From an optimization exercise on the open Yosys and OpenROAD flow, aimed at small area; shortcuts taken in it are not production practice. Function was checked by simulation only, so behaviour that the tests miss may differ from the original. The clock input has no modelled driver; a real chip could not lean on it and would need a root buffer or a full tree.

==> maple: inputs <==
Design chasi, start of the top module:
module chasi(
    input clk,
    input reset,
    input w_button2, w_button3, w_button4,
    output [6:0] ss1, ss3, ss4, ss5, ss6, ss7, ss8
);
==> flow/config.mk <==
export PLATFORM = sky130hd
export DESIGN_NAME = chasi
export DESIGN_NICKNAME = chasi
export VERILOG_FILES = /design/flow/design.v
export SDC_FILE = /design/flow/constraint.sdc
export NUM_CORES = 4
export LEC_CHECK = 0
export ABC_AREA = 1
export CAP_MARGIN = 20
export CORE_MARGIN = 2
export CORE_UTILIZATION = 70
export SLEW_MARGIN = 20
==> flow/constraint.sdc <==
create_clock -name core_clock -period 10.0 [get_ports {clk}]
set_input_delay 2.0000 -clock core_clock [delete_from_list [all_inputs] [get_ports {clk}]]
set_output_delay 2.0000 -clock core_clock [all_outputs]
set_load 0.01 [all_outputs]
standard.sh (not shown) runs the stock make flow with config.mk's settings and CLKGATE_MAP_FILE= SYNTH_SCRIPT=/design/flow/synth_recipe.tcl, a recipe that flattens the netlist after the stock synthesis.
==> flow/flow/run.sh <==
#!/bin/bash
# Own layout flow: the standard flow (standard.sh) with these changes, which only make the
# layout smaller:
#  - synthesis is the standard flow's own synthesis script, except that ABC maps with flow/abc.script
#    (area-oriented mapping, no delay-driven buffering or upsizing) and that Yosys does not
#    extract half/full adders before ABC (ADDER_MAP_FILE empty);
#  - ports are buffered with sky130_fd_sc_hd__buf_1 instead of the default buffer cell;
#  - after clock tree synthesis, flow/post_cts.tcl (POST_CTS_TCL) replaces the clock tree with
#    four buffers fed from the clock port, each driving a cluster of flip-flops
#    (flow/clock_tree.tcl); buf_6, or buf_4 for a cluster of at most 12.
# Each tool's full output goes to the log files of ORFS (orfs/logs/...) and to make.log here.
set -euo pipefail
W=$PWD
cat > "$W/own_synth.tcl" <<EOF
proc abc {args} {
  set i [lsearch -exact \$args -script]
  if { \$i >= 0 } { lset args [expr { \$i + 1 }] $W/flow/abc.script }
  yosys abc {*}\$args
}
source $W/synth_recipe.tcl
EOF
CTS="-sink_clustering_enable -repair_clock_nets -dont_use_dummy_load"
bash "$W/standard.sh" \
  "SYNTH_SCRIPT=$W/own_synth.tcl" \
  "ADDER_MAP_FILE=" \
  "BUFFER_PORTS_ARGS=-buffer_cell sky130_fd_sc_hd__buf_1" \
  "CTS_ARGS=$CTS" \
  "POST_CTS_TCL=$W/flow/post_cts.tcl" \
  finish > "$W/make.log" 2>&1
==> flow/flow/post_cts.tcl <==
# POST_CTS_TCL hook: replace the clock tree with a smaller one of the same shape (one level of
# buffers, each driving a cluster of nearby flip-flops, all fed from the clock port), then
# legalise the new buffers.
source [file join [file dirname [info script]] clock_tree.tcl]
remove_clock_tree
build_tree 4 sky130_fd_sc_hd__buf_6 none sky130_fd_sc_hd__buf_4 12
detailed_placement
estimate_parasitics -placement
report_clock_skew
Other scripts of this flow, unchanged in this note and not shown: flow/flow/abc.script, flow/flow/clock_tree.tcl
==> fjord (differences from maple) <==
--- a/flow/flow/post_cts.tcl
+++ b/flow/flow/post_cts.tcl
@@ -3,7 +3,7 @@
 # legalise the new buffers.
 source [file join [file dirname [info script]] clock_tree.tcl]
 remove_clock_tree
-build_tree 4 sky130_fd_sc_hd__buf_6 none sky130_fd_sc_hd__buf_4 12
+build_tree 4 sky130_fd_sc_hd__buf_6 none sky130_fd_sc_hd__buf_4 14
 detailed_placement
 estimate_parasitics -placement
 report_clock_skew
--- a/flow/config.mk
+++ b/flow/config.mk
@@ -8,5 +8,5 @@
 export ABC_AREA = 1
 export CAP_MARGIN = 20
 export CORE_MARGIN = 2
-export CORE_UTILIZATION = 70
+export CORE_UTILIZATION = 85
 export SLEW_MARGIN = 20
==> pepper (differences from maple) <==
--- a/flow/flow/post_cts.tcl
+++ b/flow/flow/post_cts.tcl
@@ -3,7 +3,7 @@
 # legalise the new buffers.
 source [file join [file dirname [info script]] clock_tree.tcl]
 remove_clock_tree
-build_tree 4 sky130_fd_sc_hd__buf_6 none sky130_fd_sc_hd__buf_4 12
+build_tree 4 sky130_fd_sc_hd__buf_6 none sky130_fd_sc_hd__buf_4 16
 detailed_placement
 estimate_parasitics -placement
 report_clock_skew
--- a/flow/config.mk
+++ b/flow/config.mk
@@ -8,5 +8,5 @@
 export ABC_AREA = 1
 export CAP_MARGIN = 20
 export CORE_MARGIN = 2
-export CORE_UTILIZATION = 70
+export CORE_UTILIZATION = 85
 export SLEW_MARGIN = 20
==> qor summary <==
item                                                                                            fjord                     maple                        pepper
Status                                                                                 did not finish   complete, no violations                did not finish
Stage where the flow stopped                                             global placement without I/O                         -  global placement without I/O
Number of distinct standard cells referenced by the synthesized netlist                            30                        30                            30
Multiplexer fraction of the synthesized cell area                                                  0%                        0%                            0%
Xor/xnor cell area share of the yosys netlist                                                      0%                        0%                            0%
Count of yosys warnings during synthesis                                                            1                         1                             1
EDFF count, synth                                                                                   0                         0                             0
Largest area contributor in the netlist                                      sky130_fd_sc_hd__dfxtp_1  sky130_fd_sc_hd__dfxtp_1      sky130_fd_sc_hd__dfxtp_1
Cells after synthesis                                                                             288                       288                           288
Horiz. Die Dim                                                                                55.7 um                   61.0 um                       55.7 um
Fraction of the yosys area taken by sequential cells                                            47.5%                     47.5%                         47.5%
Area fraction in and, or, nand and nor cells after synthesis                                    20.1%                     20.1%                         20.1%
Die height                                                                                    55.7 um                   61.0 um                       55.7 um
Rows                                                                                               18                        20                            18
Adder-cell share of the synthesized area                                                           0%                        0%                            0%
Synthesized area divided by synthesized cell count                                          7.90 um^2                 7.90 um^2                     7.90 um^2
Top cell type's share of synthesized area                                                       47.5%                     47.5%                         47.5%
Fraction of registers with async set or reset after synthesis                                      0%                        0%                            0%
Area fraction in compound gates after synthesis                                                 23.5%                     23.5%                         23.5%
Flip-flop cell with the highest count after synthesis                        sky130_fd_sc_hd__dfxtp_1  sky130_fd_sc_hd__dfxtp_1      sky130_fd_sc_hd__dfxtp_1
Initial core utilization                                                                        91.0%                     73.9%                         91.0%
Number of synthesized register bits                                                                54                        54                            54
Most used standard cell by instance count after synthesis                    sky130_fd_sc_hd__dfxtp_1  sky130_fd_sc_hd__dfxtp_1      sky130_fd_sc_hd__dfxtp_1
Net count of the mapped netlist                                                                   293                       293                           293
Netlist area before placement                                                               2270 um^2                 2270 um^2                     2270 um^2
In maple the design's own scripts or RTL, not TritonCTS, make the clock network.

[separate check: timing with driven ports]
In the flow no input, the clock included, has a driving cell. The finished layout below was timed again as built, in two steps.
Step 1, drivers: a clkbuf_16 drives clk and a buf_2 each remaining input, both assumed.
Step 2 times the ports against the registers' clock, not the clock port: input delays grow and output delays shrink by t, the midpoint of the rising clock arrivals with the driver on.
Three values: ideal ports, drivers, drivers and shift; two values: the first two.
run: maple
t (ns): 0.178
slack for setup (ns): 5.555 / 5.577 / 5.399
latest minus earliest clock arrival (ns): 0.010 / 0.011
slew at the worst register clock pin (ns): 0.10 / 0.10
After both steps maple still meets setup and hold. For maple, drivers alone change the setup slack by +0.022 ns; drivers and shift together by -0.156 ns.
